Context: an optimization exercise on an open-source flow, tuned for small area and a short achievable clock period. The choices shown serve that exercise and are no tape-out recipe.
Function was checked by simulation only, so behaviour that the tests miss may differ from the original.
Power and IR drop assume default switching activity.

build 29:
// cordic
module cordic(clk, angle, sine, cosine);
  input clk;
  input signed [31:0] angle;
  output signed [15:0] sine;
  output signed [15:0] cosine;
  reg [31:0] a0;
  always @(posedge clk) a0 <= angle;
  wire dk_1 = ~a0[29];
  wire zp1_p0 = a0[0] ^ 1'b1;
  wire zp1_g0 = a0[0] & 1'b1;
  wire zp1_p1 = a0[1] ^ 1'b0;
  wire zp1_g1 = a0[1] & 1'b0;
  wire zp1_p2 = a0[2] ^ 1'b1;
  wire zp1_g2 = a0[2] & 1'b1;
  wire zp1_p3 = a0[3] ^ 1'b1;
  wire zp1_g3 = a0[3] & 1'b1;
  wire zp1_p4 = a0[4] ^ 1'b1;
  wire zp1_g4 = a0[4] & 1'b1;
  wire zp1_p5 = a0[5] ^ 1'b0;
  wire zp1_g5 = a0[5] & 1'b0;
  wire zp1_p6 = a0[6] ^ 1'b0;
  wire zp1_g6 = a0[6] & 1'b0;
  wire zp1_p7 = a0[7] ^ 1'b0;
  wire zp1_g7 = a0[7] & 1'b0;
  wire zp1_p8 = a0[8] ^ 1'b1;
  wire zp1_g8 = a0[8] & 1'b1;
  wire zp1_p9 = a0[9] ^ 1'b0;
  wire zp1_g9 = a0[9] & 1'b0;
  wire zp1_p10 = a0[10] ^ 1'b1;
  wire zp1_g10 = a0[10] & 1'b1;
  wire zp1_p11 = a0[11] ^ 1'b0;
  ...
For scale: ~520 flip-flops, roughly 65 I/O pins.
clock: 3.5 ns
lec_check: 0
cap_margin: 20
core_margin: 2
core_utilization: 40
cts_cluster_diameter: 100
cts_cluster_size: 30
setup_slack_margin: 1.3
slew_margin: 20
standard.sh (not shown) runs the stock make flow with config.mk's settings and CLKGATE_MAP_FILE= SYNTH_SCRIPT=/design/flow/synth_recipe.tcl, a recipe that flattens the netlist after the stock synthesis.
==> flow/flow/run.sh <==
#!/bin/bash
# Own layout flow: the standard flow (standard.sh) with these changes to how
# the layout is made:
#  1. synthesis is the standard synthesis script (synth_recipe.tcl), but ABC
#     maps the logic without the slow 4-high stacked cells and a few slow two-stage cells (patch_abc.py) and
#     without first mapping adders to fa/ha cells (ADDER_MAP_FILE empty);
#     registers are mapped before ABC, so they are the standard synthesis's;
#  2. port buffers are buf_2 cells instead of the delay cell buffer_ports picks;
#  3. the resizer may swap a cell for any cell of the same function.
# Each step's full output goes to a log file in this folder.
set -uo pipefail
here=$(pwd)
rm -rf "$here/myscripts"
cp -r "$FLOW_HOME/scripts" "$here/myscripts"
python3 flow/patch_abc.py "$here/myscripts/synth_preamble.tcl" > patch.log 2>&1 || exit 1
bash standard.sh SCRIPTS_DIR="$here/myscripts" ADDER_MAP_FILE= synth > synth.log 2>&1 || exit 1
export BUFFER_PORTS_ARGS="-buffer_cell sky130_fd_sc_hd__buf_2"
bash standard.sh MATCH_CELL_FOOTPRINT=0 finish > layout.log 2>&1
==> flow/flow/patch_abc.py <==
# Adds -dont_use for the slow 4-high stacked cells to ABC's arguments only.
import sys
p = sys.argv[1]
s = open(p).read()
anchor = 'set abc_args [list -script $abc_script \\\n  {*}$lib_args {*}$lib_dont_use_args -constr $::env(OBJECTS_DIR)/abc.constr]\n'
assert anchor in s, "anchor not found"
cells = ("a2111o a2111oi o2111a o2111ai a311o a311oi o311a o311ai a41o a41oi o41a o41ai "
         "or4 or4b or4bb nor4 nor4b nor4bb and4 and4b and4bb a221o a221oi o221a o221ai "
         "a222oi a32o a32oi o32a o32ai maj3 or3 or3b and3b o31a a31o o2bb2a a2bb2o").split()
extra = "foreach c {%s} {\n  lappend abc_args -dont_use sky130_fd_sc_hd__${c}_*\n}\n" % " ".join(cells)
open(p, "w").write(s.replace(anchor, anchor + extra))
print("patched", p)
diff inputs: build 29 => build 78
- swapping 1.3 for 1.6 in SETUP_SLACK_MARGIN
-- flow/flow/run.sh --
<<< build 29, line 3
# the layout is made:
#  1. synthesis is the standard synthesis script (synth_recipe.tcl), but ABC
#     maps the logic without the slow 4-high stacked cells and a few slow two-stage cells (patch_abc.py) and
#     without first mapping adders to fa/ha cells (ADDER_MAP_FILE empty);
#     registers are mapped before ABC, so they are the standard synthesis's;
>>> build 78, line 3
# the layout is made:
#  1. synthesis is the standard synthesis script (synth_recipe.tcl), but ABC
#     maps the logic without the slow 4-high stacked cells (patch_abc.py) and
#     without first mapping adders to fa/ha cells (ADDER_MAP_FILE empty);
#     registers are mapped before ABC, so they are the standard synthesis's;
==> flow/flow/patch_abc.py <==
# Adds -dont_use for the slow 4-high stacked cells to ABC's arguments only.
import sys
p = sys.argv[1]
s = open(p).read()
anchor = 'set abc_args [list -script $abc_script \\\n  {*}$lib_args {*}$lib_dont_use_args -constr $::env(OBJECTS_DIR)/abc.constr]\n'
assert anchor in s, "anchor not found"
cells = ("a2111o a2111oi o2111a o2111ai a311o a311oi o311a o311ai a41o a41oi o41a o41ai "
         "or4 or4b or4bb nor4 nor4b nor4bb and4 and4b and4bb a221o a221oi o221a o221ai "
         "a222oi a32o a32oi o32a o32ai").split()
extra = "foreach c {%s} {\n  lappend abc_args -dont_use sky130_fd_sc_hd__${c}_*\n}\n" % " ".join(cells)
open(p, "w").write(s.replace(anchor, anchor + extra))
print("patched", p)
## What came out
Every stage of the flow completed for build 78, and the final layout passed the timing, DRC and antenna checks. Comparing build 78 and build 29, the lower fraction of power consumed by the clock network is on build 78. Of build 78 and build 29, the higher synthesized cell count belongs to build 29. Re hold path depth: no difference whatsoever between build 78 and build 29. Synthesis-to-layout area growth for build 78 is higher than for build 29. Summary: power, build 78 worse than build 29. Taking build 29 as the reference, in build 78 hold slack shrank by 19 ps; initial core utilization shrank by 0.24 points. Looking at source of the critical timing path, the z6[3] result is from build 78; the x6[0] one comes from build 29. Sequential share of layout area: build 78 < build 29. Going from build 29 to build 78, the post-CTS setup repair buffer count was found to have gone up by about 360%. Looking at portion of the clock cycle consumed by the worst path in the final layout across build 78 and build 29, the one that comes out higher is build 78.
Inputs modified between build 78 and build 89:
- SLEW_MARGIN: 20 -> 5
- CAP_MARGIN: 20 -> 5
- SETUP_SLACK_MARGIN: 1.6 -> 1.1
-- flow/flow/run.sh --
<<< build 78, line 3
# the layout is made:
#  1. synthesis is the standard synthesis script (synth_recipe.tcl), but ABC
#     maps the logic without the slow 4-high stacked cells (patch_abc.py) and
#     without first mapping adders to fa/ha cells (ADDER_MAP_FILE empty);
#     registers are mapped before ABC, so they are the standard synthesis's;
>>> build 89, line 3
# the layout is made:
#  1. synthesis is the standard synthesis script (synth_recipe.tcl), but ABC
#     maps the logic without the slow 4-high stacked cells and a few slow two-stage cells (patch_abc.py) and
#     without first mapping adders to fa/ha cells (ADDER_MAP_FILE empty);
#     registers are mapped before ABC, so they are the standard synthesis's;
==> flow/flow/patch_abc.py <==
# Adds -dont_use for the slow 4-high stacked cells to ABC's arguments only.
import sys
p = sys.argv[1]
s = open(p).read()
anchor = 'set abc_args [list -script $abc_script \\\n  {*}$lib_args {*}$lib_dont_use_args -constr $::env(OBJECTS_DIR)/abc.constr]\n'
assert anchor in s, "anchor not found"
cells = ("a2111o a2111oi o2111a o2111ai a311o a311oi o311a o311ai a41o a41oi o41a o41ai "
         "or4 or4b or4bb nor4 nor4b nor4bb and4 and4b and4bb a221o a221oi o221a o221ai "
         "a222oi a32o a32oi o32a o32ai maj3 or3 or3b and3b o31a a31o o2bb2a a2bb2o").split()
extra = "foreach c {%s} {\n  lappend abc_args -dont_use sky130_fd_sc_hd__${c}_*\n}\n" % " ".join(cells)
open(p, "w").write(s.replace(anchor, anchor + extra))
print("patched", p)
### Flow results
Compared with build 78, in build 89 clock latency on the worst-skew pair shows a reduction of 20 ps, area of the mapped netlist climbed 1.1%. Diff build 89 and build 78: total routed wirelength lower in build 89. Build 89 — number of clock buffers inserted by TritonCTS 2 lower, build 78 as reference. Compared with build 78, build 89 shows a lower utilization. Of build 89 and build 78, the lower multi-input logic portion of the cell area belongs to build 78. Worst setup slack: build 89 vs build 78 up 45 ps. The run showing the greater layout cell share with drive strength beyond 1 is build 78. Comparing build 89 and build 78, the lower count of clock-buffer cells in the layout was measured on build 89.
Changes in build 74 relative to build 89:
- SLEW_MARGIN changed from 5 to 20
- SETUP_SLACK_MARGIN changed from 1.1 to 1.4
- CAP_MARGIN changed from 5 to 20
[summary]
- Build 74 vs build 89: weighted congestion reported at the end of routability-driven placement down by a few percent
- Growth of design area from synthesis to finish ended up 11 points higher on build 74 than on build 89.
- Between build 89 and build 74, final critical-path required period is lower for build 89, build 74 comes in above that.
- On count of placed standard cells including taps, build 89 and build 74 are basically level.
- Compared to build 89, build 74 leaves less free space in the core.
- Compared with build 89, build 74 degrades power.
- From build 89 to build 74 the numbers moved as follows: net switching power of the design higher, routed via count higher.
- Power in sequential cells: build 74 vs build 89 — no meaningful difference
### build 74 -> build 61
- a change of SETUP_SLACK_MARGIN from 1.4 to 1.3
-- flow/flow/run.sh --
<<< build 74, line 3
# the layout is made:
#  1. synthesis is the standard synthesis script (synth_recipe.tcl), but ABC
#     maps the logic without the slow 4-high stacked cells and a few slow two-stage cells (patch_abc.py) and
#     without first mapping adders to fa/ha cells (ADDER_MAP_FILE empty);
#     registers are mapped before ABC, so they are the standard synthesis's;
>>> build 61, line 3
# the layout is made:
#  1. synthesis is the standard synthesis script (synth_recipe.tcl), but ABC
#     maps the logic without the slow 4-high stacked cells (patch_abc.py) and
#     without first mapping adders to fa/ha cells (ADDER_MAP_FILE empty);
#     registers are mapped before ABC, so they are the standard synthesis's;
==> flow/flow/patch_abc.py <==
# Adds -dont_use for the slow 4-high stacked cells to ABC's arguments only.
import sys
p = sys.argv[1]
s = open(p).read()
anchor = 'set abc_args [list -script $abc_script \\\n  {*}$lib_args {*}$lib_dont_use_args -constr $::env(OBJECTS_DIR)/abc.constr]\n'
assert anchor in s, "anchor not found"
cells = ("a2111o a2111oi o2111a o2111ai a311o a311oi o311a o311ai a41o a41oi o41a o41ai "
         "or4 or4b or4bb nor4 nor4b nor4bb and4 and4b and4bb a221o a221oi o221a o221ai "
         "a222oi a32o a32oi o32a o32ai").split()
extra = "foreach c {%s} {\n  lappend abc_args -dont_use sky130_fd_sc_hd__${c}_*\n}\n" % " ".join(cells)
open(p, "w").write(s.replace(anchor, anchor + extra))
print("patched", p)
## What came out
- Looking at cell area after synthesis, build 61 sits 310 sq um below build 74.
- Build 61 vs build 74: number of resized instances in the post-cts repair step down by more than 10%
- Build 74 → build 61: final wirelength went down by about 1.7%, relative area of non-clock buffer cells in the final design down 0.42 points.

* * *

## red
cordic again, from the RTL that the note above started with.
clock: 3.5 ns
lec_check: 0
cap_margin: 20
core_margin: 2
core_utilization: 40
cts_cluster_diameter: 100
cts_cluster_size: 30
setup_slack_margin: 1.5
slew_margin: 20
==> flow/flow/run.sh <==
#!/bin/bash
# Own layout flow: the standard flow (standard.sh) with these changes to how
# the layout is made:
#  1. synthesis is the standard synthesis script (synth_recipe.tcl), but ABC
#     maps the logic without the slow 4-high stacked cells and a few slow two-stage cells (patch_abc.py) and
#     without first mapping adders to fa/ha cells (ADDER_MAP_FILE empty);
#     registers are mapped before ABC, so they are the standard synthesis's;
#  2. port buffers are buf_2 cells instead of the delay cell buffer_ports picks;
#  3. the resizer may swap a cell for any cell of the same function.
# Each step's full output goes to a log file in this folder.
set -uo pipefail
here=$(pwd)
rm -rf "$here/myscripts"
cp -r "$FLOW_HOME/scripts" "$here/myscripts"
python3 flow/patch_abc.py "$here/myscripts/synth_preamble.tcl" > patch.log 2>&1 || exit 1
bash standard.sh SCRIPTS_DIR="$here/myscripts" ADDER_MAP_FILE= synth > synth.log 2>&1 || exit 1
export BUFFER_PORTS_ARGS="-buffer_cell sky130_fd_sc_hd__buf_2"
bash standard.sh MATCH_CELL_FOOTPRINT=0 finish > layout.log 2>&1
==> flow/flow/patch_abc.py <==
# Adds -dont_use for the slow 4-high stacked cells to ABC's arguments only.
import sys
p = sys.argv[1]
s = open(p).read()
anchor = 'set abc_args [list -script $abc_script \\\n  {*}$lib_args {*}$lib_dont_use_args -constr $::env(OBJECTS_DIR)/abc.constr]\n'
assert anchor in s, "anchor not found"
cells = ("a2111o a2111oi o2111a o2111ai a311o a311oi o311a o311ai a41o a41oi o41a o41ai "
         "or4 or4b or4bb nor4 nor4b nor4bb and4 and4b and4bb a221o a221oi o221a o221ai "
         "a222oi a32o a32oi o32a o32ai maj3 or3 or3b and3b o31a a31o o2bb2a a2bb2o").split()
extra = "foreach c {%s} {\n  lappend abc_args -dont_use sky130_fd_sc_hd__${c}_*\n}\n" % " ".join(cells)
open(p, "w").write(s.replace(anchor, anchor + extra))
print("patched", p)
Here is what was changed in the inputs of blue compared with red.
Settings: a change of SETUP_SLACK_MARGIN from 1.5 to 1.0.
red → blue: buffer count excluding the clock tree in the final layout dropped 262; first-iteration DRC count has decreased; via count -1636; layout buffering overhead excluding clock cells lost 6.2 points; final-layout clock buffer total lower. red → blue: tap cell instance count closely matched the old numbers; fraction of power spent switching nets increased by 0.49 points relative to the old numbers; sequential fraction of design power increased by 4.5 points relative to the old numbers; post-detailed-routing wire length decreased by about 14% relative to the old numbers. For red, the end point of the critical path was x7[15]$_DFF_P_, unlike blue, where it was y6[1]$_DFF_P_.
Inputs modified between blue and green:
Settings: SETUP_SLACK_MARGIN now 1.3, was 1.0.
==> flow/flow/patch_abc.py <==
# Adds -dont_use for the slow 4-high stacked cells to ABC's arguments only.
import sys
p = sys.argv[1]
s = open(p).read()
anchor = 'set abc_args [list -script $abc_script \\\n  {*}$lib_args {*}$lib_dont_use_args -constr $::env(OBJECTS_DIR)/abc.constr]\n'
assert anchor in s, "anchor not found"
cells = ("a2111o a2111oi o2111a o2111ai a311o a311oi o311a o311ai a41o a41oi o41a o41ai "
         "or4 or4b or4bb nor4 nor4b nor4bb and4 and4b and4bb a221o a221oi o221a o221ai "
         "a222oi a32o a32oi o32a o32ai maj3 or3 or3b and3b o31a a31o o2bb2a a2bb2o a211o a22o a21o a21bo o211a o21a o21ba nand4 nand4b nand4bb and3 nor3b o22a").split()
extra = "foreach c {%s} {\n  lappend abc_args -dont_use sky130_fd_sc_hd__${c}_*\n}\n" % " ".join(cells)
open(p, "w").write(s.replace(anchor, anchor + extra))
print("patched", p)
Notes after the runs:
Between green and blue, the horizontal die dimension figures differ only marginally. green went all the way through synthesis, placement and routing and the layout is clean on timing, DRC and antenna. The pre-CTS setup slack in green sits 83 ps above the value recorded for blue. green against blue: power rose 10%, share of final-layout standard cells stronger than drive strength 1 rose 9.8 points, maximum number of pins on one net before global-route repair fell 11%, sequential share of cell area fell 2.1 points. Higher global-route usage was reported by green, not blue. Changes observed in green relative to blue: area of the die essentially unchanged, global-route track usage on met2 now larger, area growth from synthesis to layout has increased.
--- input diff green..orange ---
Settings: GPL_TIMING_DRIVEN now 1, previously not set.
==> flow/flow/patch_abc.py <==
# Adds -dont_use for the slow 4-high stacked cells to ABC's arguments only.
import sys
p = sys.argv[1]
s = open(p).read()
anchor = 'set abc_args [list -script $abc_script \\\n  {*}$lib_args {*}$lib_dont_use_args -constr $::env(OBJECTS_DIR)/abc.constr]\n'
assert anchor in s, "anchor not found"
cells = ("a2111o a2111oi o2111a o2111ai a311o a311oi o311a o311ai a41o a41oi o41a o41ai "
         "or4 or4b or4bb nor4 nor4b nor4bb and4 and4b and4bb a221o a221oi o221a o221ai "
         "a222oi a32o a32oi o32a o32ai maj3 or3 or3b and3b o31a a31o o2bb2a a2bb2o").split()
extra = "foreach c {%s} {\n  lappend abc_args -dont_use sky130_fd_sc_hd__${c}_*\n}\n" % " ".join(cells)
open(p, "w").write(s.replace(anchor, anchor + extra))
print("patched", p)
--- outcome ---
Against green as the reference, orange delivers a lower via count. The routed wire length reported for orange is smaller than that of green by 1.1%. Average via count per standard cell in orange is 0.57% below green. x7[15]$_DFF_P_ as the endpoint of the worst setup timing path was reported by orange, and y9[12]$_DFF_P_ by green. orange ends up with a total routing usage reported by global routing that is 0.21 points lower than in green. Worst slew margin relative to its limit: orange vs green up 1.6 points. Changes observed in orange relative to green: worst setup skew after layout has remained practically unchanged, area of the mapped netlist level. Row fraction of area in registers: orange higher / green lower. Compared with green, orange shows a highest ir drop seen on vdd that is about 26% lower. orange: synthesized cell count lower than green. Routed length per placed instance on orange is up relative to green.
--- input diff orange..purple ---
Settings: GPL_TIMING_DRIVEN: 1 -> unset; SETUP_SLACK_MARGIN: 1.3 -> 1.1.
Notes after the runs:
Per the final summary, purple finished and its layout is clean on timing, DRC and antenna. As far as initial core utilization goes, orange and purple are indistinguishable; the numbers are identical. Note that the number of signal-net buffers in the layout recorded for purple amounts to 0.55 times the value seen in orange. orange → purple: share of cell area taken by flip-flops and latches went up 1.5 points; global-route wire length before repair went down 2.3%. Final cell area: purple below orange. First-iteration DRC count was lower in the run labelled purple.

-- separate check: timing with driven ports --
Ports are ideal in the flow. The routed layouts listed here were re-timed in OpenROAD.
Step 1 assumes that a clkbuf_16 drives the clock port and a buf_2 every other input.
Step 2 adds t to the input delays and takes it off the output delays; t is the mean of the earliest and latest rising clock arrival at the registers after step 1. Input paths then give back, and output paths get back, about the clock's delay inside the block.
Slacks: no drivers / after step 1 / after step 2; pairs: no drivers / after step 1.
| run | shift t [ns] | slack for setup (ns) | slew at the worst register clock pin (ns) | worst data-port slew with drivers (ns) | cell pins on the clock port's net |
|---|---|---|---|---|---|
| build 29 | 0.636 | 1.260 / 1.260 / 1.260 | 0.11 / 0.11 | 0.05 | 1 |
| build 78 | 0.649 | 1.150 / 1.150 / 1.150 | 0.11 / 0.11 | 0.05 | 1 |
| build 89 | 0.639 | 1.196 / 1.196 / 1.196 | 0.11 / 0.11 | 0.05 | 1 |
| build 74 | 0.647 | 1.182 / 1.182 / 1.182 | 0.11 / 0.11 | 0.05 | 1 |
| build 61 | 0.639 | 1.140 / 1.140 / 1.140 | 0.11 / 0.11 | 0.05 | 1 |
| red | 0.651 | 1.275 / 1.275 / 1.275 | 0.11 / 0.11 | 0.05 | 1 |
| blue | 0.633 | 1.083 / 1.083 / 1.083 | 0.11 / 0.11 | 0.05 | 1 |
| green | 0.642 | 1.210 / 1.210 / 1.210 | 0.11 / 0.11 | 0.05 | 1 |
| orange | 0.636 | 1.260 / 1.260 / 1.260 | 0.11 / 0.11 | 0.05 | 1 |
| purple | 0.633 | 1.203 / 1.203 / 1.203 | 0.11 / 0.11 | 0.05 | 1 |
After both steps setup and hold are still met in every run listed.
